From an optimization exercise on the open Yosys and OpenROAD flow, aimed at small area, a short achievable clock period and few clock cycles per item; shortcuts taken in it are not production practice.
In this exercise RTL edits were held to simulation tests only and were not proved equivalent to the original.
In every run shown here, the design's own scripts or RTL, not TritonCTS, make the clock network.
The clock port is modelled as an ideal driver, which makes a skipped or thinned clock tree look cheaper than it is; a real chip needs a root buffer or a tree.
No activity file was given, so power comes from the tool's default toggle rates.

`flow/run.sh`:
```
#!/bin/bash
set -euo pipefail
bash standard.sh SETUP_SLACK_MARGIN=7.5 BUFFER_PORTS_ARGS="-buffer_cell sky130_fd_sc_hd__buf_1" PRE_CTS_TCL=$(pwd)/flow/own_cts.tcl  finish > standard.log 2>&1
```
`flow/own_cts.tcl`:
```
# Own clock tree, sourced as PRE_CTS_TCL. The clock port drives 4 clock
# buffers directly, and each buffer drives the clock pins of one group of
# flip-flops. With OWN_CTS_INV1 and OWN_CTS_INV2 set, each buffer is instead a
# pair of inverters: the port drives the first, the first drives only the
# second, and the second drives the group. The groups come from two cuts of
# the placed flip-flops: one across x or y, then one across each half the
# other way. The cut positions are searched so that the group with the
# largest estimated load (pin capacitance plus the wire of a minimum spanning
# tree) is as light as it can be. Every flip-flop is the same number of stages
# from the clock port.
# The tree is built in place of TritonCTS, that is after the CTS step's
# repair_clock_inverters (which would otherwise copy the inverters next to
# every flip-flop); the rest of the CTS step (legalisation, repair_timing)
# runs as usual.

# estimated load of a group in fF: 1.8 fF per clock pin, 0.12 fF per um of
# the minimum spanning tree over the pins (Prim)
proc own_cts_cost {pts} {
  set n [llength $pts]
  if {$n == 0} { return 0 }
  set xs [lmap p $pts {lindex $p 0}]
  set ys [lmap p $pts {lindex $p 1}]
  set in [lrepeat $n 0]
  set d [lrepeat $n 1e18]
  lset d 0 0
  set tot 0.0
  for {set k 0} {$k < $n} {incr k} {
    set best -1; set bd 1e18
    for {set i 0} {$i < $n} {incr i} {
      if {![lindex $in $i] && [lindex $d $i] < $bd} { set bd [lindex $d $i]; set best $i }
    }
    lset in $best 1
    set tot [expr {$tot + $bd}]
    set bx [lindex $xs $best]; set by [lindex $ys $best]
    for {set i 0} {$i < $n} {incr i} {
      if {![lindex $in $i]} {
        set dd [expr {abs([lindex $xs $i] - $bx) + abs([lindex $ys $i] - $by)}]
        if {$dd < [lindex $d $i]} { lset d $i $dd }
      }
    }
  }
  return [expr {1.8 * $n + 0.12 * $tot}]
}

# cut a list of {x y iterm} at fraction f along axis (0: x, 1: y)
proc own_cts_cut {pts axis f} {
  set pts [lsort -real -index $axis $pts]
  set k [expr {int(round([llength $pts] * $f))}]
  return [list [lrange $pts 0 [expr {$k - 1}]] [lrange $pts $k end]]
}

proc own_cts_build {} {
  set db [ord::get_db]
  set block [ord::get_db_block]
  set bufcell sky130_fd_sc_hd__clkbuf_16
  if {[info exists ::env(OWN_CTS_BUF)]} { set bufcell $::env(OWN_CTS_BUF) }
  set master [$db findMaster $bufcell]
  set inv1 ""
  if {[info exists ::env(OWN_CTS_INV1)] && [info exists ::env(OWN_CTS_INV2)]} {
    set inv1 [$db findMaster $::env(OWN_CTS_INV1)]
    set inv2 [$db findMaster $::env(OWN_CTS_INV2)]
  }
  set clknet [$block findNet clk]
  set dbu [$block getDbUnitsPerMicron]

  set sinks {}
  foreach it [$clknet getITerms] {
    set bb [[$it getInst] getBBox]
    set x [expr {([$bb xMin] + [$bb xMax]) / 2.0 / $dbu}]
    set y [expr {([$bb yMin] + [$bb yMax]) / 2.0 / $dbu}]
    lappend sinks [list $x $y $it]
  }
  puts "own_cts: [llength $sinks] clock sinks"

  set fracs {0.38 0.40 0.42 0.44 0.46 0.48 0.50 0.52 0.54 0.56 0.58 0.60 0.62}
  set best {}
  set bestcost 1e18
  foreach axis {0 1} {
    foreach f1 $fracs {
      set sub {}
      set worst 0
      foreach h [own_cts_cut $sinks $axis $f1] {
        set hb {}; set hc 1e18
        foreach f2 $fracs {
          set q [own_cts_cut $h [expr {1 - $axis}] $f2]
          set c [expr {max([own_cts_cost [lindex $q 0]], [own_cts_cost [lindex $q 1]])}]
          if {$c < $hc} { set hc $c; set hb $q }
        }
        lappend sub {*}$hb
        set worst [expr {max($worst, $hc)}]
      }
      if {$worst < $bestcost} { set bestcost $worst; set best $sub }
    }
  }
  puts "own_cts: worst estimated group load [format %.1f $bestcost] fF"

  set i 0
  foreach g $best {
    set sx 0.0; set sy 0.0
    foreach p $g { set sx [expr {$sx + [lindex $p 0]}]; set sy [expr {$sy + [lindex $p 1]}] }
    set cx [expr {int($sx / [llength $g] * $dbu)}]
    set cy [expr {int($sy / [llength $g] * $dbu)}]
    set net [odb::dbNet_create $block "clknet_own_$i"]
    $net setSigType CLOCK
    if {$inv1 eq ""} {
      set inst [odb::dbInst_create $block $master "clkbuf_own_$i"]
      [$inst findITerm A] connect $clknet
      [$inst findITerm X] connect $net
      set placed [list $inst]
    } else {
      set a [odb::dbInst_create $block $inv1 "clkinv_own_a$i"]
      set b [odb::dbInst_create $block $inv2 "clkinv_own_b$i"]
      set mid [odb::dbNet_create $block "clknet_own_m$i"]
      $mid setSigType CLOCK
      [$a findITerm A] connect $clknet
      [$a findITerm Y] connect $mid
      [$b findITerm A] connect $mid
      [$b findITerm Y] connect $net
      set placed [list $b $a]
    }
    foreach p $g {
      set it [lindex $p 2]
      $it disconnect
      $it connect $net
    }
    set dx 0
    foreach inst $placed {
      $inst setLocation [expr {$cx + $dx}] $cy
      $inst setPlacementStatus PLACED
      set dx [expr {$dx + [[$inst getMaster] getWidth]}]
    }
    puts "own_cts: group $i at ($cx, $cy): [llength $g] sinks, estimated [format %.1f [own_cts_cost $g]] fF"
    incr i
  }
}

rename clock_tree_synthesis tritoncts_unused
proc clock_tree_synthesis {args} {
  own_cts_build
  puts "own_cts: clock tree built by own_cts.tcl, TritonCTS skipped"
  set_propagated_clock [all_clocks]
}
```
`standard.sh`:
```
#!/bin/bash
# synth_recipe.tcl (not shown) runs the flow's synth.tcl, then flattens the netlist and writes it again
# the make line also repeats each setting of config.mk as NAME=value (left out here)
make -C /OpenROAD-flow-scripts/flow DESIGN_CONFIG=/design/flow/config.mk WORK_HOME=/design/flow/orfs CLKGATE_MAP_FILE= SYNTH_SCRIPT=/design/flow/synth_recipe.tcl "${@:-finish}"
```
`config.mk`:
```
export PLATFORM = sky130hd
export DESIGN_NAME = automaton
export DESIGN_NICKNAME = automaton
export VERILOG_FILES = /design/flow/design.v
export SDC_FILE = /design/flow/constraint.sdc
export NUM_CORES = 8
export LEC_CHECK = 0
export ABC_AREA = 1
export CAP_MARGIN = 20
export CORE_MARGIN = 2
export CORE_UTILIZATION = 50
export GPL_ROUTABILITY_DRIVEN = 1
export GPL_TIMING_DRIVEN = 1
export PLACE_DENSITY = 0.6
export SLEW_MARGIN = 20
export SYNTH_HIERARCHICAL = 1
```
`constraint.sdc`:
```
create_clock -name core_clock -period 10.0 [get_ports {clk}]
set_input_delay 2.0000 -clock core_clock [delete_from_list [all_inputs] [get_ports {clk}]]
set_output_delay 2.0000 -clock core_clock [all_outputs]
set_load 0.01 [all_outputs]
```
`design.v`:
```
`timescale 1ns / 1ps
module automaton_pick(
    input         world_in,
    input         c0,
    input         c1,
    input         is_read,
    input  [12:0] wr,           
    input  [12:0] rd,           
    output        do_wr,
    output [12:0] nxt);
    assign do_wr = is_read & (world_in ? c1 : c0);
    assign nxt   = do_wr ? wr : rd;
endmodule
module automaton(
    input               clk,
    input               rst,
    input      [31:0]   rule,
    output reg [5:0]    row,
    output reg [5:0]    col,
    output reg          world_we,
    input               world_in,
    output reg          world_out,
    output reg          update_done);
    reg [17:0] sr;          
    reg [63:0] st;          
    reg        c0, c1;      
    reg        halo;        
    reg        first;       
    reg        d1;          
    wire       is_read = ~world_we;
    reg  [5:0] nr_row, nr_col;
    reg        nr_halo;
    always @* begin
        if (is_read & halo) begin
            nr_row  = (col == 6'd63) ? row : row - 6'd8;
            nr_col  = col + 6'd1;
            nr_halo = 1'b0;
        end else begin
            nr_row  = row + ((~is_read & (col == 6'd63)) ? 6'd9 : 6'd1);
            nr_col  = is_read ? col : col + 6'd1;
            nr_halo = (row[2:0] == 3'd7);
        end
    end
    wire       rh = is_read & halo;             
    wire       rd = is_read & ~halo;            
    wire       ncol0 = rd ? (col == 6'd0) : (col == 6'd63);    
    wire       mW    = rd ? (col == 6'd1) : (col == 6'd0);     
    wire       j0    = rh | (row[2:0] == 3'd7);                
    wire       mN    = rh ? (row == 6'd8) :                    
                       rd ? ((col == 6'd0) ? (row == 6'd7) : (row == 6'd63)) :
                            (row == 6'd63);
    wire       mS    = rh ? 1'b0 :                             
                       rd ? ((col == 6'd0) ? (row == 6'd6) : (row == 6'd62)) :
                            (row == 6'd62);
    wire       tS = is_read ? sr[6]  : sr[7];
    wire       tC = is_read ? sr[7]  : sr[8];
    wire       tN = is_read ? sr[8]  : sr[9];
    wire       tW = is_read ? sr[16] : sr[17];
    wire       bN = (j0 ? st[63] : tN) & ~mN;
    wire       bW = tW & ~mW;
    wire       bS = tS & ~mS;
    wire       r0 = rule[{bN, bW, tC, 1'b0, bS}];
    wire       r1 = rule[{bN, bW, tC, 1'b1, bS}];
    wire       valid = ~nr_halo & ~(first & ncol0);
    wire [5:0] wr_row = (col == 6'd0) ? row - 6'd8 : row;
    wire       do_wr;
    wire [5:0] n_row, n_col;
    wire       n_halo;
    automaton_pick pick(.world_in(world_in), .c0(c0), .c1(c1),
                        .is_read(is_read),
                        .wr({wr_row, col - 6'd1, 1'b0}),
                        .rd({nr_row, nr_col, nr_halo}),
                        .do_wr(do_wr), .nxt({n_row, n_col, n_halo}));
    always @(posedge clk) begin
        if (is_read)
            sr <= {sr[16:0], world_in};
        if (is_read & ~halo & (row[2:0] == 3'd0))
            st <= {st[62:0], sr[1]};
        world_out <= ~sr[8];
        if (rst) begin
            row <= 6'd0;
            col <= 6'd0;
            world_we <= 1'b0;
            halo <= 1'b0;
            first <= 1'b1;
            c0 <= 1'b0;
            c1 <= 1'b0;
            d1 <= 1'b0;
            update_done <= 1'b0;
        end else begin
            row <= n_row;
            col <= n_col;
            halo <= n_halo;
            world_we <= do_wr;
            c0 <= valid & (r0 ^ tC);
            c1 <= valid & ((ncol0 ? r0 : r1) ^ tC);
            first <= first & (col == 6'd0);
            d1 <= is_read & ~first & (row == 6'd7) & (col == 6'd0);
            update_done <= d1;
        end
    end
endmodule
```
==> impl_metrics.py, run 1 <==
metrics = {
    "sta": {
        "slew_headroom": 0.496,
        "layout_min_cycle_time_ns": 2.67,
        "grt_setup_unrepaired": "true",
        "timing.fmax_mhz": 374,
        "fin_crit_sh": 0.267,
        "hold_violations": 0,
        "slew_viol_final": 0,
        "fin_tns_setup_ns": 0,
        "fin_skew_ns": 0.00650,
        "worstMarginPinSlew_ns": 0.757,
        "setup-violations-final": 0,
    },
    "die": {
        "num_io_pins": 50,
        "fp.dieW_um": 98.7,
        "initial_core_util": 0.514,
        "die_h_um": 98.7,
        "core_area_um2": 8720,
        "die-area_um2": 9730,
        "rows": 34,
    },
    "synthesis": {
        "synth_edf_count": 82,
        "synthTopCellsByArea": "edfxtp_1, dfxtp_1, nand3_1, nand2_1, inv_1",
        "synth_commonest_cells": "edfxtp_1, nand2_1, nand3_1, inv_1, nor2_1",
        "yosys_warnings": 7,
        "synth_nets": 453,
        "yosys.area.top_type_share": 0.550,
        "synth.most_common_cell": "edfxtp_1",
        "synth.avg_cell_area_um2": 11.0,
        "synth_area_um2": 4480,
        "synth-seq-area-share": 0.639,
        "async_reset_ff_frac": 0,
        "yosys_register_bits": 102,
        "yosys_most_used_dff": "edfxtp_1",
        "synthDistinctLibCells": 37,
        "netlist_instances": 408,
        "yosysTopAreaCell": "edfxtp_1",
    },
    "pwr": {
        "leakage_nw": 2.12,
        "seq_power_share": 0.531,
        "switching_share": 0.332,
        "power_density_nw_per_um2": 277,
        "vdd.ir_drop.worst_mv": 0.140,
        "comb_power_share": 0.357,
        "clockPowerShare": 0.112,
        "switchingPower_w": 0.000496,
        "intPower_w": 0.000999,
    },
    "worst_hold_path": {
        "min_path_cells": 2,
        "hold_class": "flip-flop to flip-flop",
        "min_to": "update_done",
        "hp-start": "d1",
    },
    "placement": {
        "portBuffers": 49,
        "gp_congestion": 0.851,
        "placed_cell_area_um2": 4800,
        "post-dp-hpwl_um": 4860,
    },
    "detailed_routing": {
        "first_iter_violations": 144,
        "drc_errors": 0,
        "routed_wl_um": 7960,
        "ant_nets": 0,
        "post_drt_wl_per_cell_um": 13.6,
        "vias": 2945,
        "dr.pass1.iters": 4,
        "vias_per_cell": 5.04,
    },
    "critical_path": {
        "end_kind": "flip-flop",
        "worst_ep_arrival_time_ns": 2.73,
        "rr_worst_depth": 17,
        "rr_endpoint": "c1",
        "path_class": "primary input to flip-flop",
        "reg2reg_slack_ns": 7.51,
        "reg2reg_from": "world_we",
        "required_ns": 10.06,
        "startpoint": "rule[19]",
        "worstPathMaxFanout": 2,
        "crit_path_start_kind": "primary input",
    },
    "clock_tree": {
        "clk_latency_ns": 0.15,
        "clkTransAtPathRegs_ns": 0.09,
    },
    "finish": {
        "syn_to_final_growth_pct": 20.3,
        "num-nets-final": 523,
        "num_antenna_cells": 0,
        "finish.instance_area_um2": 5390,
        "drive_above_1_share": 0.229,
        "fill_cells": 729,
    },
    "global_route": {
        "grt_pass1_vias": 2699,
        "grt_pass1_wl_um": 13200,
        "grt.total_usage": 0.164,
        "grt_max_degree": 65,
        "grt_overflow": 0,
        "antenna_found_initial": 0,
    },
    "job": {
        "cap_viol_max_count": 0,
    },
    "run_status": {
        "status": "no timing/DRC/antenna violations",
    },
}
[per-stage QoR]
| step | worst slack (ns) | util | hold slack (ns) | power, W | cells |
|---|---|---|---|---|---|
| final | 7.33 | 0.618 | 0.407 | 0.00149 | 584 |
| after global routing | 7.24 | 0.618 | 0.432 | 0.00161 | 584 |
| after CTS | 7.31 | 0.605 | 0.411 | 0.00149 | 577 |
| after detailed placement | 6.87 | 0.550 | 0.401 | 0.00124 | 555 |
| after global placement | 6.91 | 0.550 | 0.402 | 0.00123 | 555 |
| after floorplan | 7.32 | - | 0.388 | 0.00114 | 408 |
[Yosys stat by module, one instance, submodules excluded]
| module | cells | area [um^2] |
|---|---|---|
| automaton_pick | 52 | 249 |
| automaton | 356 | 4230 |
[cell type report]
cell class | instances | area, um^2 | area share
multi-input cells | 241 | 1520 | 0.282
inverters | 54 | 221 | 0.0411
flip-flops and latches | 102 | 2910 | 0.539
repair buffers | 75 | 504 | 0.0936
plain buffers | 4 | 100 | 0.0186
well taps | 108 | 135 | 0.0251
[how the worst max path moves through the flow]
stage / to / slack (ns) / cells past startpoint
2_1_floorplan: c1 / 7.32 / 9
3_3_place_gp: c0 / 6.91 / 6
3_5_place_dp: c0 / 6.87 / 6
4_1_cts: c1 / 7.31 / 10
5_1_grt: c1 / 7.24 / 10
6_report: c1 / 7.33 / 10
[cells in the final DEF, fill, tap and decap left out, types with 11 or more instances in the layout]
cell       n
xor2_1    11
nand2_1   56
dfxtp_4   11
nand3_2   14
nor2_1    35
buf_6     13
o21ai_0   12
buf_1     32
inv_1     47
buf_4     25
edfxtp_1  82
nand3_1   53
[flip-flops by register name, summed over array words and instances (netlist names)]
name / cells
world_we: 1
c0: 1
c1: 1
update_done: 1
d1: 1
first: 1
row: 6
st: 64
world_out: 1
halo: 1
sr: 18
col: 6
[per-layer routing]
layer  GRT usage  share of wire
met1       0.273           0.52
met2       0.249           0.43
met3     0.00709          0.032
met4      0.0190          0.012
met5           0              0
[power by group through the flow]
stage / sequential (W) / clock, W / combinational (W)
finish: 0.000794 / 0.000167 / 0.000534
global route: 0.000817 / 0.000189 / 0.000600
detailed placement: 0.000807 / 0 / 0.000431
global placement: 0.000809 / 0 / 0.000426
floorplan: 0.000785 / 0 / 0.000351
CTS: 0.000797 / 0.000174 / 0.000516
[cell families (layout without fill, tap and decap cells)]
kind of cell,count (synthesis),after routing,share of synthesized area
XOR/XNOR,11,11,0.0215
multiplexers,1,1,0.00223
adder cells (fa/ha/maj),10,10,0.0279
flip-flops,102,102,0.639
AO/OA/AOI/OAI,26,26,0.0355
other,1,1,0.000837
buffers and inverters,67,133,0.0676
AND/OR/NAND/NOR,190,192,0.205
[critical path, cell delays in order]
cell and delay (ns):
buf_1 0.07, nand3_1 0.07, nand3_1 0.09, nand3_1 0.10, nand3_1 0.08, nand3_1 0.09
nand2_2 0.08, nand2_1 0.05, nand2_1 0.07, nor2_2 0.03
[what timing repair did]
| item | in CTS | in global routing |
|---|---|---|
| cloned | 2 | 0 |
| endpoints found under the setup margin | 35 | 30 |
| buffers inserted | 16 | 7 |
| hold buffers | 0 | 0 |
| pin swaps | 12 | 9 |
| resized for setup | 68 | 17 |
Testbench counts, summed over its fixed seeds: cycles 2,499,616, generations 384.
==> run 2, diff against run 1 <==
--- a/design.v
+++ b/design.v
@@ -10,6 +10,22 @@
     output [12:0] nxt);
     assign do_wr = is_read & (world_in ? c1 : c0);
     assign nxt   = do_wr ? wr : rd;
+endmodule
+module automaton_rule(
+    input  [31:0] rule,
+    input  [15:0] sel,          
+    output        n0,
+    output        n1);
+    wire [15:0] e0, e1;
+    genvar i;
+    generate
+        for (i = 0; i < 16; i = i + 1) begin : g
+            assign e0[i] = rule[{i[3:1], 1'b0, i[0]}];
+            assign e1[i] = rule[{i[3:1], 1'b1, i[0]}];
+        end
+    endgenerate
+    assign n0 = |(sel & e0);
+    assign n1 = |(sel & e1);
 endmodule
 module automaton(
     input               clk,
@@ -59,8 +75,9 @@
     wire       bN = (j0 ? st[63] : tN) & ~mN;
     wire       bW = tW & ~mW;
     wire       bS = tS & ~mS;
-    wire       r0 = rule[{bN, bW, tC, 1'b0, bS}];
-    wire       r1 = rule[{bN, bW, tC, 1'b1, bS}];
+    wire       r0, r1;
+    automaton_rule lut(.rule(rule), .sel(16'd1 << {bN, bW, tC, bS}),
+                       .n0(r0), .n1(r1));
     wire       valid = ~nr_halo & ~(first & ncol0);
     wire [5:0] wr_row = (col == 6'd0) ? row - 6'd8 : row;
     wire       do_wr;
==> flow/run.sh (replaced) <==
#!/bin/bash
set -euo pipefail
bash standard.sh SETUP_SLACK_MARGIN=7.3 BUFFER_PORTS_ARGS="-buffer_cell sky130_fd_sc_hd__buf_1" PRE_CTS_TCL=$(pwd)/flow/own_cts.tcl  finish > standard.log 2>&1
==> impl_metrics.py, run 2 <==
metrics = {
    "pwr": {
        "switching_share": 0.328,
        "power_w": 0.00139,
        "switchingPower_w": 0.000455,
        "intPower_w": 0.000933,
        "seq_power_share": 0.562,
        "comb_power_share": 0.318,
        "vdd.ir_drop.worst_mv": 0.132,
        "power_density_nw_per_um2": 270,
        "clockPowerShare": 0.120,
        "leakage_nw": 2.12,
    },
    "finish": {
        "layout_common_cells": "nand2_1, edfxtp_1, inv_1, nor2_1, buf_1",
        "num_antenna_cells": 0,
        "drive_above_1_share": 0.179,
        "fill_cells": 746,
        "final_common_cell": "nand2_1",
        "utilization": 0.586,
        "largest_register_ff_count": 64,
        "largest-register": "st",
        "syn_to_final_growth_pct": 13.4,
        "reg_top3": "st: 64 flops, sr: 18 flops",
        "num-nets-final": 542,
    },
    "synthesis": {
        "synth_nets": 482,
        "async_reset_ff_frac": 0,
        "yosys_most_used_dff": "edfxtp_1",
        "synth_edf_count": 82,
        "synth.most_common_cell": "nand2_1",
        "yosys_register_bits": 102,
        "yosysTopAreaCell": "edfxtp_1",
        "synthDistinctLibCells": 30,
        "netlist_instances": 438,
        "synth_commonest_cells": "nand2_1, edfxtp_1, inv_1, nor2_1, nand3_1",
        "yosys.area.top_type_share": 0.544,
        "synth_area_um2": 4530,
        "synth.avg_cell_area_um2": 10.3,
        "synthTopCellsByArea": "edfxtp_1, nand2_1, dfxtp_1, inv_1, nor2_1",
        "synth-seq-area-share": 0.632,
        "yosys_warnings": 7,
    },
    "sta": {
        "fin_crit_sh": 0.271,
        "hold_violations": 0,
        "worstMarginPinSlew_ns": 0.776,
        "grt_setup_unrepaired": "true",
        "setup-violations-final": 0,
        "slew_viol_final": 0,
        "layout_min_cycle_time_ns": 2.71,
        "fin_skew_ns": 0.00717,
        "fin_tns_setup_ns": 0,
        "slew_headroom": 0.483,
        "timing.fmax_mhz": 369,
    },
    "critical_path": {
        "crit_buf_inv": 1,
        "required_ns": 8.00,
        "crit_path_start_kind": "flip-flop",
        "rr_worst_depth": 20,
        "worstPathMaxFanout": 5,
        "path_cells": "clkbuf_2",
        "path_class": "flip-flop to primary output",
        "crit_cells": 1,
        "critPathMaxStageDelay_ns": 0.41,
        "cp_slowest_cell": "dfxtp_4",
        "end_kind": "primary output",
        "worst_ep_arrival_time_ns": 0.71,
        "critPathTopFamily": "flip-flops",
    },
    "global_route": {
        "grt_pass1_vias": 2668,
        "grt_pass1_wl_um": 12700,
        "grt.total_usage": 0.155,
        "antenna_found_initial": 0,
        "grt_overflow": 0,
        "grt_max_degree": 65,
    },
    "placement": {
        "post-dp-hpwl_um": 5010,
        "portBuffers": 49,
        "gp_congestion": 0.837,
    },
    "die": {
        "die_h_um": 99.2,
        "num_io_pins": 50,
        "rows": 34,
        "core_area_um2": 8760,
        "initial_core_util": 0.517,
        "fp.dieW_um": 99.2,
        "die-area_um2": 9830,
    },
    "clock_tree": {
        "clkTransAtPathRegs_ns": 0.09,
        "clk_latency_ns": 0.16,
        "holdBufCountCts": 0,
    },
    "worst_hold_path": {
        "hold_class": "flip-flop to flip-flop",
        "min_path_cells": 0,
    },
    "detailed_routing": {
        "first_iter_violations": 125,
        "vias_per_cell": 4.97,
        "ant_nets": 0,
        "dr.pass1.iters": 4,
        "post_drt_wl_per_cell_um": 13.0,
        "drc_errors": 0,
        "vias": 3003,
        "routed_wl_um": 7840,
    },
    "job": {
        "cap_viol_max_count": 0,
    },
    "run_status": {
        "status": "no timing/DRC/antenna violations",
    },
}
## run 2: changes by cell type in the layout (fill, tap and decap cells not counted), sizes merged, moves of 6 or more
cell,before,now
nand2,72,121
inv,52,58
nor2,41,57
nand3,70,35
buf,75,61
nand4,2,11
## run 2: worst reg2reg max path, delay by kind of cell, from the launching register on
kind / cells / cell delay (ns)
flops: 1 / 0.37
simple gates: 15 / 1.43
compound gates: 1 / 0.14
buf+inv: 3 / 0.25
fa+ha+maj: 1 / 0.24
## run 2: area by class of cell
type | count | area, um^2 | share of cell area
Multi-Input combinational cell | 269 | 1460 | 0.284
Sequential cell | 102 | 2910 | 0.567
Inverter | 58 | 223 | 0.0434
Tap cell | 108 | 135 | 0.0263
Timing Repair Buffer | 63 | 310 | 0.0604
Buffer | 4 | 100 | 0.0195
## run 2: per-layer routing
layer  wire length (um)  track usage
met1               3840        0.243
met2               3530        0.248
met3                347       0.0105
met4                118       0.0148
met5                  0            0
## run 2: logic make-up after synthesis
group	Yosys count	synth area share
AO/OA/AOI/OAI	16	0.0202
XOR/XNOR	13	0.0251
adder cells (fa/ha/maj)	9	0.0249
buffers and inverters	69	0.0669
flip-flops	102	0.632
other	1	0.000828
AND/OR/NAND/NOR	228	0.230
## run 2: worst paths after layout
check	slack [ns]	end	from
max reg2reg	7.53	c1	col[0]
min	0.42	sr[5]	sr[4]
max	7.29	world_we	world_we
min reg2reg	0.42	sr[5]	sr[4]
## run 2: stage by stage
| stage | cells | worst slack [ns] | hold slack [ns] | cell area, um^2 |
|---|---|---|---|---|
| 2_1_floorplan | 438 | 7.31 | 0.388 | 4540 |
| 3_3_place_gp | 585 | 7.03 | 0.403 | 4780 |
| 3_5_place_dp | 585 | 6.95 | 0.405 | 4780 |
| 4_1_cts | 594 | 7.17 | 0.428 | 5000 |
| 5_1_grt | 604 | 7.22 | 0.431 | 5130 |
| 6_report | 604 | 7.29 | 0.424 | 5130 |
## run 2: power groups by stage
stage	sequential [W]	clock, W	combinational (W)
4_1_cts	0.000785	0.000177	0.000415
3_5_place_dp	0.000789	0	0.000384
3_3_place_gp	0.000790	0	0.000378
5_1_grt	0.000801	0.000186	0.000500
2_1_floorplan	0.000763	0	0.000309
6_report	0.000780	0.000167	0.000441
## run 2: modules after synthesis, one instance, submodules excluded
module | cell area, um^2 | cells inside | times used
automaton | 4010 | 316 | 1
automaton_rule | 268 | 70 | 1
automaton_pick | 249 | 52 | 1
## run 2: timing repair
| action | in CTS | in global routing |
|---|---|---|
| setup endpoints to repair | 31 | 24 |
| pin swaps | 6 | 4 |
| buffers inserted | 4 | 9 |
| resized for setup | 41 | 19 |
| cloned | 1 | 1 |
Testbench counts of run 2, summed over its fixed seeds: cycles 2,499,616, generations 384.
==> run 3, diff against run 2 <==
==> flow/run.sh (replaced) <==
#!/bin/bash
set -euo pipefail
bash standard.sh SETUP_SLACK_MARGIN=7.4 BUFFER_PORTS_ARGS="-buffer_cell sky130_fd_sc_hd__buf_1" PRE_CTS_TCL=$(pwd)/flow/own_cts.tcl  finish > standard.log 2>&1
==> impl_metrics.py, run 3 <==
metrics = {
    "synthesis": {
        "yosys_warnings": 7,
        "yosysTopAreaCell": "edfxtp_1",
        "async_reset_ff_frac": 0,
        "synth_edf_count": 82,
        "synth_nets": 482,
        "synthDistinctLibCells": 30,
        "synth_area_um2": 4530,
        "synth_commonest_cells": "nand2_1, edfxtp_1, inv_1, nor2_1, nand3_1",
        "yosys_register_bits": 102,
        "synth.avg_cell_area_um2": 10.3,
        "synth.most_common_cell": "nand2_1",
        "synth-seq-area-share": 0.632,
        "yosys_most_used_dff": "edfxtp_1",
        "netlist_instances": 438,
        "synthTopCellsByArea": "edfxtp_1, nand2_1, dfxtp_1, inv_1, nor2_1",
        "yosys.area.top_type_share": 0.544,
    },
    "pwr": {
        "vdd.ir_drop.worst_mv": 0.113,
        "power_density_nw_per_um2": 268,
        "leakage_nw": 2.16,
    },
    "global_route": {
        "grt_overflow": 0,
        "grt_pass1_wl_um": 13400,
        "antenna_found_initial": 0,
        "grt_max_degree": 65,
        "grt_pass1_vias": 2880,
        "grt.total_usage": 0.164,
    },
    "finish": {
        "layout_common_cells": "nand2_1, edfxtp_1, inv_1, nor2_1, buf_1",
        "num_antenna_cells": 0,
        "drive_above_1_share": 0.221,
        "fill_cells": 726,
        "num-nets-final": 544,
        "utilization": 0.607,
        "final_common_cell": "nand2_1",
        "finish.instance_area_um2": 5320,
        "largest-register": "st",
        "reg_top3": "st: 64 flops, sr: 18 flops",
        "syn_to_final_growth_pct": 17.5,
        "largest_register_ff_count": 64,
    },
    "detailed_routing": {
        "drc_errors": 0,
        "highest_layer": "met4",
        "post_drt_wl_per_cell_um": 13.4,
        "routed_wl_um": 8090,
        "wl_met3_um": 293,
        "met1Wirelength_um": 4020,
        "vias_per_cell": 4.95,
        "dr_wl_met2_um": 3680,
        "ant_nets": 0,
        "dr.pass1.iters": 4,
        "first_iter_violations": 82,
        "vias": 3000,
    },
    "job": {
        "cap_viol_max_count": 0,
    },
    "sta": {
        "fin_skew_ns": 0.00769,
        "grt_setup_unrepaired": "true",
        "worstMarginPinSlew_ns": 0.781,
        "slew_viol_final": 0,
        "setup-violations-final": 0,
        "fin_tns_setup_ns": 0,
        "layout_min_cycle_time_ns": 2.66,
        "fin_crit_sh": 0.266,
        "timing.fmax_mhz": 376,
        "slew_headroom": 0.479,
        "hold_violations": 0,
    },
    "die": {
        "die_h_um": 99.2,
        "fp.dieW_um": 99.2,
        "initial_core_util": 0.517,
        "die-area_um2": 9830,
        "num_io_pins": 50,
        "rows": 34,
        "core_area_um2": 8760,
    },
    "placement": {
        "gp_congestion": 0.840,
        "post-dp-hpwl_um": 5140,
        "portBuffers": 49,
        "placed_cell_area_um2": 4790,
    },
    "critical_path": {
        "crit_path_start_kind": "primary input",
        "path_class": "primary input to flip-flop",
        "required_ns": 10.05,
        "worstPathMaxFanout": 2,
        "end_kind": "flip-flop",
        "worst_ep_arrival_time_ns": 2.71,
    },
    "worst_hold_path": {
        "hold_class": "flip-flop to flip-flop",
    },
    "run_status": {
        "status": "no timing/DRC/antenna violations",
    },
    "clock_tree": {
        "clk_latency_ns": 0.16,
        "clkTransAtPathRegs_ns": 0.09,
    },
}
-- run 3: logic make-up (layout without fill, tap and decap cells) --
logic type	after synthesis	count (layout)	share of synthesized area
flip-flops	102	102	0.632
other	1	1	0.000828
AO/OA/AOI/OAI	16	16	0.0202
AND/OR/NAND/NOR	228	230	0.230
adder cells (fa/ha/maj)	9	9	0.0249
buffers and inverters	69	127	0.0669
XOR/XNOR	13	13	0.0251
-- run 3: cell type report --
class / count / area (um^2) / share of cell area
repair buffers: 65 / 423 / 0.0795
plain buffers: 4 / 100 / 0.0188
multi-input cells: 269 / 1530 / 0.287
well taps: 108 / 135 / 0.0254
flip-flops and latches: 102 / 2910 / 0.547
inverters: 58 / 228 / 0.0428
-- run 3: repair_timing --
item,4_1_cts,5_1_grt
gates cloned,1,1
hold buffers,0,0
resized for setup,57,41
endpoints found under the setup margin,34,30
buffers inserted,15,0
pin swaps,3,9
-- run 3: critical path, cell delays in order --
cell and delay, ns:
buf_1 0.07, nand2_1 0.06, nand2_1 0.05, inv_1 0.05, nand2_1 0.05, nor2_2 0.12, nand2_1 0.06, nand3_1 0.08
nand2_1 0.06, nand2_1 0.05, a21oi_1 0.06
-- run 3: final timing paths --
| check | cells past startpoint | start | to | slack [ns] |
|---|---|---|---|---|
| worst min-delay path | 0 | st[22] | st[23] | 0.42 |
| worst min register to register | 0 | st[22] | st[23] | 0.42 |
| worst max register to register | 21 | col[1] | c1 | 7.53 |
| worst max-delay path | 11 | rule[31] | c1 | 7.34 |
-- run 3: metal layers --
metal	GRT usage	vias to the layer above
li1	-	1548
met1	0.263	1399
met2	0.255	44
met3	0.0105	9
met4	0.0190	0
met5	0	-
-- run 3: where the power goes --
part           switching (W)  internal, W  leakage, nW
registers          0.0000648     0.000714        0.989
logic               0.000309     0.000168         1.13
clock network      0.0000973    0.0000735       0.0493
-- run 3: modules after synthesis, one instance, submodules excluded --
module,cells,area (um^2),flip-flops and latches,times used
automaton,316,4010,102,1
automaton_pick,52,249,0,1
automaton_rule,70,268,0,1
-- run 3: per-stage QoR --
stage	power (W)	setup WS [ns]	hold WS (ns)	instances
global route	0.00153	7.21	0.430	606
finish	0.00143	7.34	0.421	606
floorplan	0.00107	7.36	0.388	438
detailed placement	0.00118	7.00	0.405	585
global placement	0.00117	7.03	0.402	585
CTS	0.00140	7.29	0.426	605
==> run 4, diff against run 3 <==
==> flow/run.sh (replaced) <==
#!/bin/bash
set -euo pipefail
bash standard.sh SETUP_SLACK_MARGIN=7.05 BUFFER_PORTS_ARGS="-buffer_cell sky130_fd_sc_hd__buf_1" PRE_CTS_TCL=$(pwd)/flow/own_cts.tcl  finish > standard.log 2>&1
==> impl_metrics.py, run 4 <==
metrics = {
    "run_status": {
        "status": "no timing/DRC/antenna violations",
    },
    "critical_path": {
        "cp_slowest_cell": "dfxtp_2",
        "end_kind": "primary output",
        "path_cells": "buf_1",
        "critPathMaxStageDelay_ns": 0.53,
        "required_ns": 8.00,
        "crit_buf_inv": 1,
        "crit_path_start_kind": "flip-flop",
        "path_class": "flip-flop to primary output",
        "worstPathMaxFanout": 10,
        "critPathTopFamily": "flip-flops",
        "worst_ep_arrival_time_ns": 0.90,
    },
    "pwr": {
        "power_density_nw_per_um2": 274,
        "clockPowerShare": 0.128,
        "vdd.ir_drop.worst_mv": 0.152,
        "seq_power_share": 0.586,
        "comb_power_share": 0.286,
        "leakage_nw": 1.96,
        "switching_share": 0.326,
        "intPower_w": 0.000902,
        "switchingPower_w": 0.000437,
    },
    "synthesis": {
        "synth_area_um2": 4530,
        "synth.most_common_cell": "nand2_1",
        "synthTopCellsByArea": "edfxtp_1, nand2_1, dfxtp_1, inv_1, nor2_1",
        "yosys_warnings": 7,
        "yosysTopAreaCell": "edfxtp_1",
        "synth.avg_cell_area_um2": 10.3,
        "yosys.area.top_type_share": 0.544,
        "yosys_most_used_dff": "edfxtp_1",
        "synthDistinctLibCells": 30,
        "async_reset_ff_frac": 0,
        "yosys_register_bits": 102,
        "synth_nets": 482,
        "synth_commonest_cells": "nand2_1, edfxtp_1, inv_1, nor2_1, nand3_1",
        "netlist_instances": 438,
        "synth_edf_count": 82,
        "synth-seq-area-share": 0.632,
    },
    "global_route": {
        "grt_max_degree": 65,
        "grt_pass1_wl_um": 12400,
        "grt.total_usage": 0.150,
        "grt_pass1_vias": 2689,
        "antenna_found_initial": 0,
        "grt_overflow": 0,
    },
    "detailed_routing": {
        "dr.pass1.iters": 5,
        "ant_nets": 0,
        "drc_errors": 0,
        "routed_wl_um": 7500,
        "first_iter_violations": 98,
        "post_drt_wl_per_cell_um": 12.7,
        "vias_per_cell": 4.90,
        "vias": 2885,
    },
    "finish": {
        "drive_above_1_share": 0.0769,
        "num-nets-final": 527,
        "num_antenna_cells": 0,
        "largest_register_ff_count": 64,
        "final_common_cell": "nand2_1",
        "reg_top3": "st: 64 flops, sr: 18 flops",
        "syn_to_final_growth_pct": 7.87,
        "layout_common_cells": "nand2_1, edfxtp_1, inv_1, buf_1, nor2_1",
        "largest-register": "st",
        "utilization": 0.557,
    },
    "sta": {
        "fin_crit_sh": 0.290,
        "fin_skew_ns": 0.0104,
        "layout_min_cycle_time_ns": 2.90,
        "grt_setup_unrepaired": "true",
        "fin_tns_setup_ns": 0,
        "setup-violations-final": 0,
        "worstMarginPinSlew_ns": 0.781,
        "slew_headroom": 0.479,
        "slew_viol_final": 0,
        "hold_violations": 0,
        "timing.fmax_mhz": 345,
    },
    "clock_tree": {
        "clk_latency_ns": 0.16,
        "holdBufCountCts": 0,
        "clkTransAtPathRegs_ns": 0.10,
    },
    "worst_hold_path": {
        "hold_class": "flip-flop to flip-flop",
    },
    "placement": {
        "post-dp-hpwl_um": 5100,
        "gp_congestion": 0.830,
        "portBuffers": 49,
    },
    "job": {
        "cap_viol_max_count": 0,
    },
    "die": {
        "core_area_um2": 8760,
        "die-area_um2": 9830,
        "die_h_um": 99.2,
        "initial_core_util": 0.517,
        "rows": 34,
        "fp.dieW_um": 99.2,
        "num_io_pins": 50,
    },
}
[run 4: metrics by stage]
stage	cells	cell area [um^2]	total power (W)	hold WS, ns	worst slack [ns]
6_report	589	4880	0.00134	0.420	7.10
2_1_floorplan	438	4530	0.00107	0.388	7.13
3_3_place_gp	585	4780	0.00117	0.401	7.02
4_1_cts	589	4880	0.00135	0.428	7.09
3_5_place_dp	585	4780	0.00117	0.405	6.99
5_1_grt	589	4880	0.00143	0.434	7.04
[run 4: routing by layer]
layer,GRT usage,share of wire,vias up,routed length [um]
met3,0.0119,0.030,10,228
met1,0.231,0.53,1329,3950
li1,-,-,1506,-
met5,0,0,-,0
met2,0.242,0.43,40,3200
met4,0.0221,0.017,0,127
[run 4: worst paths after layout]
kind | start | endpoint | slack, ns | depth (start not counted)
worst min register to register | st[54] | st[55] | 0.42 | 0
worst max-delay path | world_we | world_we | 7.10 | 1
worst max register to register | world_we | c1 | 7.45 | 19
worst min-delay path | st[54] | st[55] | 0.42 | 0
[run 4: what timing repair did]
item	in CTS	in global routing
setup endpoints to repair	1	3
resized for setup	1	3
buffers inserted	0	0
hold endpoints to repair	0	0
[run 4: final cells by class]
type / count / area [um^2]
Fill cell: 754 / 3880
Buffer: 4 / 100
Inverter: 58 / 223
Multi-Input combinational cell: 267 / 1370
Tap cell: 108 / 135
Sequential cell: 102 / 2870
Timing Repair Buffer: 50 / 191
[run 4: power by group through the flow]
stage                     Combinational, W  Sequential, W  Clock (W)
after floorplan                   0.000307       0.000766          0
after global placement            0.000378       0.000789          0
after detailed placement          0.000386       0.000788          0
after CTS                         0.000387       0.000787   0.000177
after global routing              0.000436       0.000804   0.000190
final                             0.000383       0.000785   0.000171
[run 4: per-module statistics from Yosys, one instance, submodules excluded]
module          flops+latches  cells inside  copies in the design  area (um^2)
automaton                 102           316                     1         4010
automaton_pick              0            52                     1          249
automaton_rule              0            70                     1          268
[run 4: kinds of logic (layout without fill, tap and decap cells)]
| kind of cell | after synthesis | count (layout) | share of synthesized area |
|---|---|---|---|
| AND/OR/NAND/NOR | 228 | 228 | 0.230 |
| AO/OA/AOI/OAI | 16 | 16 | 0.0202 |
| other | 1 | 1 | 0.000828 |
| XOR/XNOR | 13 | 13 | 0.0251 |
| adder cells (fa/ha/maj) | 9 | 9 | 0.0249 |
| flip-flops | 102 | 102 | 0.632 |
| buffers and inverters | 69 | 112 | 0.0669 |
==> run 5, diff against run 4 <==
==> flow/run.sh (replaced) <==
#!/bin/bash
set -euo pipefail
bash standard.sh SETUP_SLACK_MARGIN=7.15 BUFFER_PORTS_ARGS="-buffer_cell sky130_fd_sc_hd__buf_1" PRE_CTS_TCL=$(pwd)/flow/own_cts.tcl  finish > standard.log 2>&1
==> impl_metrics.py, run 5 <==
metrics = {
    "run_status": {
        "status": "no timing/DRC/antenna violations",
    },
    "finish": {
        "final_common_cell": "nand2_1",
        "largest-register": "st",
        "reg_top3": "st: 64 flops, sr: 18 flops",
        "drive_above_1_share": 0.0894,
        "num_antenna_cells": 0,
        "largest_register_ff_count": 64,
        "num-nets-final": 527,
        "syn_to_final_growth_pct": 8.21,
        "finish.instance_area_um2": 4900,
        "layout_common_cells": "nand2_1, edfxtp_1, inv_1, nor2_1, buf_1",
    },
    "synthesis": {
        "yosys_warnings": 7,
        "synth.avg_cell_area_um2": 10.3,
        "synth_nets": 482,
        "synthTopCellsByArea": "edfxtp_1, nand2_1, dfxtp_1, inv_1, nor2_1",
        "yosysTopAreaCell": "edfxtp_1",
        "synthDistinctLibCells": 30,
        "synthAdderAreaFrac": 0.0249,
        "synth_top_family_by_area": "simple AND/OR/NAND/NOR gates",
        "synth-compound-area-share": 0.0202,
        "async_reset_ff_frac": 0,
        "yosys_register_bits": 102,
        "synth_area_um2": 4530,
        "muxShareOfSynthArea": 0,
        "synth_xor_area_frac": 0.0251,
        "yosys.area_share.simple": 0.230,
        "yosys_most_used_dff": "edfxtp_1",
        "synth_edf_count": 82,
        "synth-seq-area-share": 0.632,
        "yosys.area.top_type_share": 0.544,
        "netlist_instances": 438,
        "synth_commonest_cells": "nand2_1, edfxtp_1, inv_1, nor2_1, nand3_1",
        "synth.most_common_cell": "nand2_1",
    },
    "sta": {
        "setup-violations-final": 0,
        "slew_headroom": 0.483,
        "fin_tns_setup_ns": 0,
        "grt_setup_unrepaired": "true",
        "worstMarginPinSlew_ns": 0.776,
        "layout_min_cycle_time_ns": 2.80,
        "slew_viol_final": 0,
        "fin_skew_ns": 0.00835,
        "fin_crit_sh": 0.280,
        "timing.fmax_mhz": 357,
        "holdWs_ns": 0.424,
        "hold_violations": 0,
    },
    "pwr": {
        "vdd.ir_drop.worst_mv": 0.130,
        "leakage_nw": 1.96,
        "power_density_nw_per_um2": 272,
        "power_w": 0.00134,
    },
    "critical_path": {
        "cp_slowest_cell": "dfxtp_1",
        "rr_worst_depth": 18,
        "crit_path_start_kind": "flip-flop",
        "required_ns": 8.00,
        "worst_ep_arrival_time_ns": 0.80,
        "critPathTopFamily": "flip-flops",
        "path_class": "flip-flop to primary output",
        "crit_cells": 1,
        "end_kind": "primary output",
        "critPathMaxStageDelay_ns": 0.47,
        "path_cells": "buf_1",
        "worstPathMaxFanout": 6,
        "crit_buf_inv": 1,
    },
    "placement": {
        "placed_cell_area_um2": 4780,
        "portBuffers": 49,
        "post-dp-hpwl_um": 5010,
        "gp_congestion": 0.837,
    },
    "global_route": {
        "grt.total_usage": 0.151,
        "antenna_found_initial": 0,
        "grt_overflow": 0,
        "grt_max_degree": 65,
        "grt_pass1_vias": 2632,
        "grt_pass1_wl_um": 12400,
    },
    "detailed_routing": {
        "routed_wl_um": 7400,
        "vias": 2870,
        "post_drt_wl_per_cell_um": 12.6,
        "vias_per_cell": 4.87,
        "dr.pass1.iters": 4,
        "first_iter_violations": 132,
        "ant_nets": 0,
        "drc_errors": 0,
    },
    "die": {
        "core_area_um2": 8760,
        "initial_core_util": 0.517,
        "die_h_um": 99.2,
        "fp.dieW_um": 99.2,
        "rows": 34,
        "die-area_um2": 9830,
        "num_io_pins": 50,
    },
    "clock_tree": {
        "clk_latency_ns": 0.16,
        "clkTransAtPathRegs_ns": 0.09,
        "post-cts-setup-buffer-count": 0,
    },
    "job": {
        "cap_viol_max_count": 0,
    },
    "worst_hold_path": {
        "hold_class": "flip-flop to flip-flop",
        "min_path_cells": 0,
    },
}
run 5: cell counts after synthesis:
No cell type changed its count.
run 5: where the power goes:
part           internal (W)  switching (W)  total, W
Clock             0.0000733      0.0000939  0.000167
Combinational      0.000120       0.000263  0.000383
Sequential         0.000710      0.0000751  0.000785
run 5: layout make-up:
cell class	count	area, um^2
repair buffers	50	194
multi-input cells	267	1380
flip-flops and latches	102	2870
fillers	764	3860
well taps	108	135
plain buffers	4	100
inverters	58	223
run 5: logic make-up (layout without fill, tap and decap cells):
logic type,Yosys count,after routing
adders and majority gates,9,9
AOI/OAI and AO/OA,16,16
buffers and inverters,69,112
other,1,1
xor gates and xnor gates,13,13
DFF,102,102
and+or+nand+nor,228,228
run 5: path summary, 6_finish.rpt:
| check | startpoint | endpoint | slack [ns] |
|---|---|---|---|
| min reg2reg | st[34] | st[35] | 0.42 |
| max reg2reg | col[0] | c1 | 7.53 |
| max | row[0] | row[0] | 7.20 |
| min | st[34] | st[35] | 0.42 |
run 5: what timing repair did:
item / 4_1_cts / 5_1_grt
endpoints found under the setup margin: 4 / 11
hold buffers: 0 / 0
hold endpoints to repair: 0 / 0
gates resized for setup: 3 / 9
run 5: per-module statistics from Yosys (local to each module, per instance):
module | area [um^2] | cells inside | flops+latches
automaton_pick | 249 | 52 | 0
automaton | 4010 | 316 | 102
automaton_rule | 268 | 70 | 0
run 5: through the flow:
step / util / cells / setup slack (ns)
after floorplan: - / 438 / 7.31
after global placement: 0.545 / 585 / 7.03
after detailed placement: 0.545 / 585 / 6.95
after CTS: 0.557 / 589 / 7.11
after global routing: 0.559 / 589 / 7.11
final: 0.559 / 589 / 7.20
run 5: layer usage:
metal,vias up,GRT usage,wire length [um],part of all wire
li1,1504,-,-,-
met1,1314,0.239,3770,0.51
met2,46,0.242,3250,0.44
met3,6,0.0105,280,0.038
met4,0,0.0148,91,0.012
met5,-,0,0,0
==> run 6, diff against run 5 <==
==> flow/run.sh (replaced) <==
#!/bin/bash
set -euo pipefail
bash standard.sh SETUP_SLACK_MARGIN=7.2 BUFFER_PORTS_ARGS="-buffer_cell sky130_fd_sc_hd__buf_1" PRE_CTS_TCL=$(pwd)/flow/own_cts.tcl  finish > standard.log 2>&1
==> impl_metrics.py, run 6 <==
metrics = {
    "synthesis": {
        "yosys_register_bits": 102,
        "yosysTopAreaCell": "edfxtp_1",
        "synthDistinctLibCells": 30,
        "synth_edf_count": 82,
        "synth_nets": 482,
        "async_reset_ff_frac": 0,
        "synthTopCellsByArea": "edfxtp_1, nand2_1, dfxtp_1, inv_1, nor2_1",
        "netlist_instances": 438,
        "synth_area_um2": 4530,
        "synth_commonest_cells": "nand2_1, edfxtp_1, inv_1, nor2_1, nand3_1",
        "yosys_most_used_dff": "edfxtp_1",
        "yosys.area.top_type_share": 0.544,
        "synth.avg_cell_area_um2": 10.3,
        "synth-seq-area-share": 0.632,
        "yosys_warnings": 7,
        "synth.most_common_cell": "nand2_1",
    },
    "finish": {
        "utilization": 0.566,
        "num_antenna_cells": 0,
        "largest-register": "st",
        "final_common_cell": "nand2_1",
        "num-nets-final": 531,
        "syn_to_final_growth_pct": 9.48,
        "fill_cells": 764,
        "drive_above_1_share": 0.113,
        "reg_top3": "st: 64 flops, sr: 18 flops",
        "largest_register_ff_count": 64,
        "layout_common_cells": "nand2_1, edfxtp_1, inv_1, buf_1, nor2_1",
    },
    "sta": {
        "grt_setup_unrepaired": "true",
        "fin_skew_ns": 0.00640,
        "slew_viol_final": 0,
        "fin_tns_setup_ns": 0,
        "hold_violations": 0,
        "setup-violations-final": 0,
        "layout_min_cycle_time_ns": 2.75,
        "worstMarginPinSlew_ns": 0.777,
        "slew_headroom": 0.482,
        "timing.fmax_mhz": 364,
        "fin_crit_sh": 0.275,
    },
    "critical_path": {
        "crit_path_start_kind": "flip-flop",
        "path_class": "flip-flop to primary output",
        "reg2reg_from": "world_we",
        "critPathTopFamily": "flip-flops",
        "end_kind": "primary output",
        "cp_slowest_cell": "dfxtp_2",
        "path_cells": "buf_1",
        "worst_ep_arrival_time_ns": 0.75,
        "worstPathMaxFanout": 9,
        "required_ns": 8.00,
        "crit_buf_inv": 1,
        "critPathMaxStageDelay_ns": 0.42,
        "startpoint": "row[4]",
    },
    "pwr": {
        "leakage_nw": 1.99,
        "power_density_nw_per_um2": 272,
        "vdd.ir_drop.worst_mv": 0.130,
    },
    "clock_tree": {
        "clkTransAtPathRegs_ns": 0.09,
        "holdBufCountCts": 0,
        "clk_latency_ns": 0.16,
    },
    "global_route": {
        "grt_max_degree": 65,
        "grt_pass1_vias": 2637,
        "grt.total_usage": 0.151,
        "antenna_found_initial": 0,
        "grt_pass1_wl_um": 12500,
        "grt_overflow": 0,
    },
    "detailed_routing": {
        "dr.pass1.iters": 4,
        "vias_per_cell": 4.90,
        "post_drt_wl_per_cell_um": 12.8,
        "ant_nets": 0,
        "vias": 2907,
        "drc_errors": 0,
        "first_iter_violations": 127,
        "routed_wl_um": 7610,
    },
    "die": {
        "num_io_pins": 50,
        "initial_core_util": 0.517,
        "fp.dieW_um": 99.2,
        "die-area_um2": 9830,
        "die_h_um": 99.2,
        "rows": 34,
        "core_area_um2": 8760,
    },
    "placement": {
        "post-dp-hpwl_um": 5010,
        "portBuffers": 49,
        "gp_congestion": 0.837,
    },
    "worst_hold_path": {
        "hold_class": "flip-flop to flip-flop",
        "hp-start": "st[34]",
    },
    "run_status": {
        "status": "no timing/DRC/antenna violations",
    },
    "job": {
        "cap_viol_max_count": 0,
    },
}
run 6: Yosys stat by module, one instance, submodules excluded:
module,cells,cell area (um^2),flip-flops and latches
automaton,316,4010,102
automaton_pick,52,249,0
automaton_rule,70,268,0
run 6: power by group:
group / internal, W / leakage (nW) / switching, W
Sequential: 0.000711 / 0.985 / 0.0000743
Clock: 0.0000733 / 0.0493 / 0.0000941
Combinational: 0.000126 / 0.953 / 0.000272
run 6: timing repair:
item                                    4_1_cts  5_1_grt
cloned                                        0        1
setup buffers                                 0        3
pin swaps                                     0        2
endpoints found under the setup margin       10       21
resized for setup                             8       14
run 6: final timing paths:
check / to / slack [ns] / depth (start not counted)
max: row[4] / 7.25 / 1
min: st[35] / 0.42 / 0
max reg2reg: c1 / 7.54 / 19
min reg2reg: st[35] / 0.42 / 0
run 6: area by class of cell:
| type | count | area (um^2) | share of cell area |
|---|---|---|---|
| multi-input combinational | 268 | 1400 | 0.283 |
| sequential | 102 | 2880 | 0.581 |
| timing repair buffer | 53 | 216 | 0.0437 |
| inverter | 58 | 223 | 0.0449 |
| tap | 108 | 135 | 0.0273 |
| buffer | 4 | 100 | 0.0202 |
run 6: cells by family (layout without fill, tap and decap cells):
logic type      after synthesis  count (layout)  share of synthesized area
compound gates               16              16                     0.0202
xor+xnor                     13              13                     0.0251
fa+ha+maj                     9               9                     0.0249
buf+inv                      69             115                     0.0669
flops                       102             102                      0.632
other cells                   1               1                   0.000828
simple gates                228             229                      0.230
run 6: stage by stage:
stage	setup slack [ns]	hold slack, ns	instances	power (W)	cell area, um^2
finish	7.25	0.424	593	0.00135	4960
global route	7.14	0.431	593	0.00145	4960
CTS	7.11	0.428	589	0.00135	4890
detailed placement	6.95	0.405	585	0.00117	4780
global placement	7.03	0.403	585	0.00117	4780
floorplan	7.31	0.388	438	0.00107	4540
run 6: per-layer routing:
metal	global-route usage	wire (um)	vias up
li1	-	-	1520
met1	0.239	3850	1335
met2	0.242	3360	44
met3	0.0105	270	8
met4	0.0148	117	0
met5	0	0	-
==> run 7, diff against run 6 <==
--- a/config.mk
+++ b/config.mk
@@ -10,7 +10,7 @@
 export CORE_MARGIN = 2
 export CORE_UTILIZATION = 50
 export GPL_ROUTABILITY_DRIVEN = 1
-export GPL_TIMING_DRIVEN = 1
+export GPL_TIMING_DRIVEN = 0
 export PLACE_DENSITY = 0.6
 export SLEW_MARGIN = 20
 export SYNTH_HIERARCHICAL = 1
==> impl_metrics.py, run 7 <==
metrics = {
    "job": {
        "cap_viol_max_count": 0,
    },
    "finish": {
        "reg_top3": "st: 64 flops, sr: 18 flops",
        "layout_common_cells": "nand2_1, edfxtp_1, inv_1, nor2_1, buf_1",
        "largest_register_ff_count": 64,
        "fill_cells": 745,
        "multiInputGateArea_um2": 1380,
        "drive_above_1_share": 0.126,
        "largest-register": "st",
        "register_area_um2": 2880,
        "syn_to_final_growth_pct": 11.8,
        "finalNonFillerCells": 602,
        "num-nets-final": 540,
        "num_antenna_cells": 0,
        "final_common_cell": "nand2_1",
    },
    "detailed_routing": {
        "routed_wl_um": 7620,
        "drc_errors": 0,
        "ant_nets": 0,
        "vias_per_cell": 4.86,
        "dr.pass1.iters": 4,
        "post_drt_wl_per_cell_um": 12.7,
        "vias": 2925,
        "first_iter_violations": 126,
    },
    "synthesis": {
        "netlist_instances": 438,
        "async_reset_ff_frac": 0,
        "synth.avg_cell_area_um2": 10.3,
        "yosys_warnings": 7,
        "synth_nets": 482,
        "yosys_register_bits": 102,
        "synth-seq-area-share": 0.632,
        "synth_edf_count": 82,
        "synthTopCellsByArea": "edfxtp_1, nand2_1, dfxtp_1, inv_1, nor2_1",
        "synth.most_common_cell": "nand2_1",
        "yosysTopAreaCell": "edfxtp_1",
        "synth_area_um2": 4530,
        "synthDistinctLibCells": 30,
        "yosys_most_used_dff": "edfxtp_1",
        "synth_commonest_cells": "nand2_1, edfxtp_1, inv_1, nor2_1, nand3_1",
        "yosys.area.top_type_share": 0.544,
    },
    "sta": {
        "slew_viol_final": 0,
        "fin_crit_sh": 0.278,
        "setup-violations-final": 0,
        "grt_setup_unrepaired": "true",
        "layout_min_cycle_time_ns": 2.78,
        "fin_tns_setup_ns": 0,
        "slew_headroom": 0.663,
        "fin_skew_ns": 0.00833,
        "worstMarginPinSlew_ns": 0.501,
        "timing.fmax_mhz": 360,
        "hold_violations": 0,
    },
    "critical_path": {
        "startpoint": "row[0]",
        "required_ns": 8.00,
        "rr_worst_depth": 20,
        "rr_endpoint": "c1",
        "worst_ep_arrival_time_ns": 0.78,
        "reg2reg_from": "row[1]",
        "crit_path_start_kind": "flip-flop",
        "reg2reg_slack_ns": 7.55,
        "end_kind": "primary output",
        "path_class": "flip-flop to primary output",
        "worstPathMaxFanout": 6,
    },
    "placement": {
        "post-dp-hpwl_um": 5410,
        "dp.cells": 596,
        "portBuffers": 48,
        "gp_congestion": 0.861,
    },
    "pwr": {
        "leakage_nw": 2.05,
        "vdd.ir_drop.worst_mv": 0.175,
        "power_density_nw_per_um2": 271,
    },
    "die": {
        "fp.dieW_um": 99.2,
        "die_h_um": 99.2,
        "core_area_um2": 8760,
        "rows": 34,
        "die-area_um2": 9830,
        "initial_core_util": 0.517,
        "num_io_pins": 50,
    },
    "worst_hold_path": {
        "hold_class": "flip-flop to flip-flop",
        "min_path_cells": 2,
        "hp-start": "d1",
        "min_to": "update_done",
    },
    "global_route": {
        "grt_max_degree": 31,
        "grt.total_usage": 0.154,
        "grt_pass1_wl_um": 12600,
        "antenna_found_initial": 0,
        "grt_overflow": 0,
        "grt_pass1_vias": 2704,
    },
    "clock_tree": {
        "clk_latency_ns": 0.16,
        "clkTransAtPathRegs_ns": 0.10,
    },
    "run_status": {
        "status": "no timing/DRC/antenna violations",
    },
}
==> run 7: cell count changes in the layout (fill, tap and decap cells not counted), sizes merged <==
cell    previous run  this run
buf               52        56
nand3             35        34
clkbuf             5        11
==> run 7: kinds of logic (layout without fill, tap and decap cells) <==
family	after synthesis	in the layout	synth area share
XOR/XNOR	13	13	0.0251
AO/OA/AOI/OAI	16	16	0.0202
AND/OR/NAND/NOR	228	228	0.230
buffers and inverters	69	125	0.0669
adder cells (fa/ha/maj)	9	9	0.0249
flip-flops	102	102	0.632
other	1	1	0.000828
==> run 7: how the worst max path moves through the flow <==
stage                        endpoint  cells past startpoint
after global routing               c1                     10
final                          row[0]                      2
after CTS                      row[2]                      2
after detailed placement  update_done                      3
after floorplan                col[0]                      3
after global placement    update_done                      3
==> run 7: report_power, final <==
group,leakage (nW),switching [W],total [W],internal (W)
Clock,0.0493,0.0000952,0.000169,0.0000734
Sequential,0.984,0.0000672,0.000776,0.000709
Combinational,1.02,0.000278,0.000430,0.000151
Total,2.05,0.000441,0.00137,0.000933
==> run 7: routing by layer <==
| metal | wire, um | vias to the layer above | track usage |
|---|---|---|---|
| li1 | - | 1532 | - |
| met1 | 3850 | 1338 | 0.240 |
| met2 | 3360 | 49 | 0.249 |
| met3 | 320 | 6 | 0.0105 |
| met4 | 92 | 0 | 0.0179 |
| met5 | 0 | - | 0 |
==> run 7: metrics by stage <==
stage	area [um^2]	worst slack (ns)	total power (W)	util	hold WS, ns
2_1_floorplan	4540	7.31	0.00107	-	0.388
3_3_place_gp	4850	6.95	0.00118	0.554	0.402
3_5_place_dp	4900	6.97	0.00120	0.559	0.404
4_1_cts	5010	7.13	0.00138	0.572	0.420
5_1_grt	5060	7.10	0.00148	0.578	0.432
6_report	5060	7.22	0.00137	0.578	0.417
==> run 7: worst max-delay path: stages, from the launching register on <==
cell      delay [ns]
dfxtp_4         0.38
buf_4           0.13
clkbuf_2        0.11
==> run 7: what timing repair did <==
item,4_1_cts,5_1_grt
hold buffers,0,0
buffers inserted,0,2
endpoints found under the setup margin,16,18
resized for setup,9,12
==> run 7: Yosys stat by module, one instance, submodules excluded <==
module | flops+latches | cells | cell area, um^2
automaton_rule | 0 | 70 | 268
automaton | 102 | 316 | 4010
automaton_pick | 0 | 52 | 249
==> run 7: final cells by class <==
class	instances	area share
Tap cell	108	0.0267
Sequential cell	102	0.569
Inverter	58	0.0440
Multi-Input combinational cell	267	0.273
Buffer	15	0.0363
Timing Repair Buffer	52	0.0514
==> run 8, diff against run 7 <==
--- a/config.mk
+++ b/config.mk
@@ -9,8 +9,8 @@
 export CAP_MARGIN = 20
 export CORE_MARGIN = 2
 export CORE_UTILIZATION = 50
-export GPL_ROUTABILITY_DRIVEN = 1
-export GPL_TIMING_DRIVEN = 0
+export GPL_ROUTABILITY_DRIVEN = 0
+export GPL_TIMING_DRIVEN = 1
 export PLACE_DENSITY = 0.6
 export SLEW_MARGIN = 20
 export SYNTH_HIERARCHICAL = 1
==> impl_metrics.py, run 8 <==
metrics = {
    "clock_tree": {
        "clk_latency_ns": 0.16,
        "holdBufCountCts": 0,
        "clkTransAtPathRegs_ns": 0.09,
    },
    "die": {
        "initial_core_util": 0.517,
        "fp.dieW_um": 99.2,
        "die-area_um2": 9830,
        "die_h_um": 99.2,
        "num_io_pins": 50,
        "core_area_um2": 8760,
        "rows": 34,
    },
    "finish": {
        "layout_common_cells": "nand2_1, edfxtp_1, inv_1, buf_1, nor2_1",
        "largest-register": "st",
        "largest_register_ff_count": 64,
        "reg_top3": "st: 64 flops, sr: 18 flops",
        "num_antenna_cells": 0,
        "drive_above_1_share": 0.113,
        "num-nets-final": 531,
        "final_common_cell": "nand2_1",
        "syn_to_final_growth_pct": 9.48,
    },
    "detailed_routing": {
        "dr.pass1.iters": 4,
        "vias": 2899,
        "ant_nets": 0,
        "vias_per_cell": 4.89,
        "drc_errors": 0,
        "post_drt_wl_per_cell_um": 12.8,
        "routed_wl_um": 7610,
        "first_iter_violations": 132,
    },
    "synthesis": {
        "async_reset_ff_frac": 0,
        "synth-seq-area-share": 0.632,
        "yosys.area.top_type_share": 0.544,
        "muxShareOfSynthArea": 0,
        "yosys_most_used_dff": "edfxtp_1",
        "yosys_warnings": 7,
        "synthTopCellsByArea": "edfxtp_1, nand2_1, dfxtp_1, inv_1, nor2_1",
        "synth_xor_area_frac": 0.0251,
        "synth_commonest_cells": "nand2_1, edfxtp_1, inv_1, nor2_1, nand3_1",
        "synth_nets": 482,
        "synth_edf_count": 82,
        "yosys.area_share.simple": 0.230,
        "synth_top_family_by_area": "simple AND/OR/NAND/NOR gates",
        "yosysTopAreaCell": "edfxtp_1",
        "yosys_register_bits": 102,
        "synthAdderAreaFrac": 0.0249,
        "synth.avg_cell_area_um2": 10.3,
        "synth-compound-area-share": 0.0202,
        "synthDistinctLibCells": 30,
        "synth_area_um2": 4530,
        "synth.most_common_cell": "nand2_1",
        "netlist_instances": 438,
    },
    "pwr": {
        "vdd.ir_drop.worst_mv": 0.130,
        "power_density_nw_per_um2": 272,
        "leakage_nw": 1.99,
    },
    "critical_path": {
        "critPathMaxStageDelay_ns": 0.42,
        "reg2reg_from": "col[0]",
        "path_class": "flip-flop to primary output",
        "path_cells": "buf_1",
        "worstPathMaxFanout": 9,
        "required_ns": 8.00,
        "cp_slowest_cell": "dfxtp_2",
        "worst_ep_arrival_time_ns": 0.75,
        "crit_path_start_kind": "flip-flop",
        "crit_buf_inv": 1,
        "critPathTopFamily": "flip-flops",
        "end_kind": "primary output",
        "startpoint": "row[4]",
    },
    "global_route": {
        "grt_max_degree": 65,
        "met1_usage": 0.239,
        "grt.busiest_layer": "met2",
        "grt_pass1_vias": 2638,
        "gr-usage-met2": 0.243,
        "antenna_found_initial": 0,
        "grt.total_usage": 0.152,
        "gr-usage-met3": 0.0105,
        "grt_overflow": 0,
        "grt_pass1_wl_um": 12500,
    },
    "sta": {
        "worstMarginPinSlew_ns": 0.775,
        "timing.fmax_mhz": 364,
        "fin_crit_sh": 0.275,
        "holdWs_ns": 0.424,
        "fin_tns_setup_ns": 0,
        "fin_skew_ns": 0.00657,
        "slew_viol_final": 0,
        "setup-violations-final": 0,
        "slew_headroom": 0.484,
        "hold_violations": 0,
        "layout_min_cycle_time_ns": 2.75,
        "grt_setup_unrepaired": "true",
    },
    "worst_hold_path": {
        "hold_class": "flip-flop to flip-flop",
        "hp-start": "sr[4]",
    },
    "run_status": {
        "status": "no timing/DRC/antenna violations",
    },
    "placement": {
        "portBuffers": 49,
        "post-dp-hpwl_um": 5010,
    },
    "job": {
        "cap_viol_max_count": 0,
    },
}
-- run 8: cell counts after synthesis --
No cell type changed its count.
-- run 8: cell type report --
cell class,count,area [um^2]
fillers,764,3810
flip-flops and latches,102,2880
multi-input cells,268,1400
inverters,58,223
repair buffers,53,216
well taps,108,135
plain buffers,4,100
-- run 8: where the power goes --
group | total [W] | internal [W] | switching (W)
Sequential | 0.000786 | 0.000711 | 0.0000744
Clock | 0.000168 | 0.0000733 | 0.0000943
Combinational | 0.000397 | 0.000126 | 0.000272
Total | 0.00135 | 0.000910 | 0.000440
-- run 8: stage by stage --
| step | area, um^2 | total power (W) | cells | util | setup slack [ns] |
|---|---|---|---|---|---|
| 2_1_floorplan | 4540 | 0.00107 | 438 | - | 7.31 |
| 3_3_place_gp | 4780 | 0.00117 | 585 | 0.545 | 7.03 |
| 3_5_place_dp | 4780 | 0.00117 | 585 | 0.545 | 6.95 |
| 4_1_cts | 4890 | 0.00135 | 589 | 0.558 | 7.10 |
| 5_1_grt | 4960 | 0.00145 | 593 | 0.566 | 7.14 |
| 6_report | 4960 | 0.00135 | 593 | 0.566 | 7.25 |
-- run 8: path summary, 6_finish.rpt --
path / slack [ns] / endpoint / depth (start not counted)
max reg2reg: 7.54 / c1 / 20
min: 0.42 / sr[5] / 0
max: 7.25 / row[4] / 1
min reg2reg: 0.42 / sr[5] / 0
-- run 8: Yosys stat by module, one instance, submodules excluded --
module / cell area, um^2 / cells / flip-flops and latches / copies in the design
automaton: 4010 / 316 / 102 / 1
automaton_rule: 268 / 70 / 0 / 1
automaton_pick: 249 / 52 / 0 / 1
-- run 8: kinds of logic (layout without fill, tap and decap cells) --
kind of cell             after synthesis  count (layout)
buffers and inverters                 69             115
other                                  1               1
flip-flops                           102             102
adder cells (fa/ha/maj)                9               9
AND/OR/NAND/NOR                      228             229
XOR/XNOR                              13              13
AO/OA/AOI/OAI                         16              16
-- run 8: routing by layer --
| metal | share of wire | routed length, um |
|---|---|---|
| met2 | 0.44 | 3370 |
| met5 | 0 | 0 |
| met4 | 0.015 | 117 |
| met1 | 0.50 | 3840 |
| met3 | 0.037 | 285 |
-- run 8: repair_timing --
item / in CTS / in global routing
endpoints found under the setup margin: 11 / 20
resized for setup: 9 / 13
pin swaps: 0 / 3
setup buffers: 0 / 3
gates cloned: 0 / 1

[static timing again, ports no longer ideal]
Ports are ideal in the flow. The routed layouts listed here were re-timed in OpenROAD.
Step 1: set_driving_cell puts a clkbuf_16 on clk and a buf_2 on each other input, an assumption about the parent block.
Step 2, shift: input delay + t, output delay - t, t = (earliest + latest rising clock arrival at the registers) / 2. This alone moves slack from input paths to output paths.
Slacks: no drivers / after step 1 / after step 2; pairs: no drivers / after step 1.
run | t, ns | setup WS [ns] | worst setup path at the end | pins driven straight from the clock port
run 1 | 0.227 | 7.330 / 7.285 / 7.148 | input to register | 4
run 2 | 0.235 | 7.288 / 7.206 / 7.116 | input to register | 4
run 3 | 0.232 | 7.341 / 7.266 / 7.164 | input to register | 4
run 4 | 0.236 | 7.102 / 7.020 / 7.012 | input to register | 4
run 5 | 0.233 | 7.197 / 7.115 / 7.076 | input to register | 4
run 6 | 0.236 | 7.252 / 7.169 / 7.096 | input to register | 4
run 7 | 0.230 | 7.225 / 7.150 / 7.079 | input to register | 4
run 8 | 0.236 | 7.254 / 7.170 / 7.096 | input to register | 4
After both steps setup and hold are still met in every run listed. For run 1, which loses most, drivers alone change the setup slack by -0.045 ns; drivers and shift together by -0.182 ns.
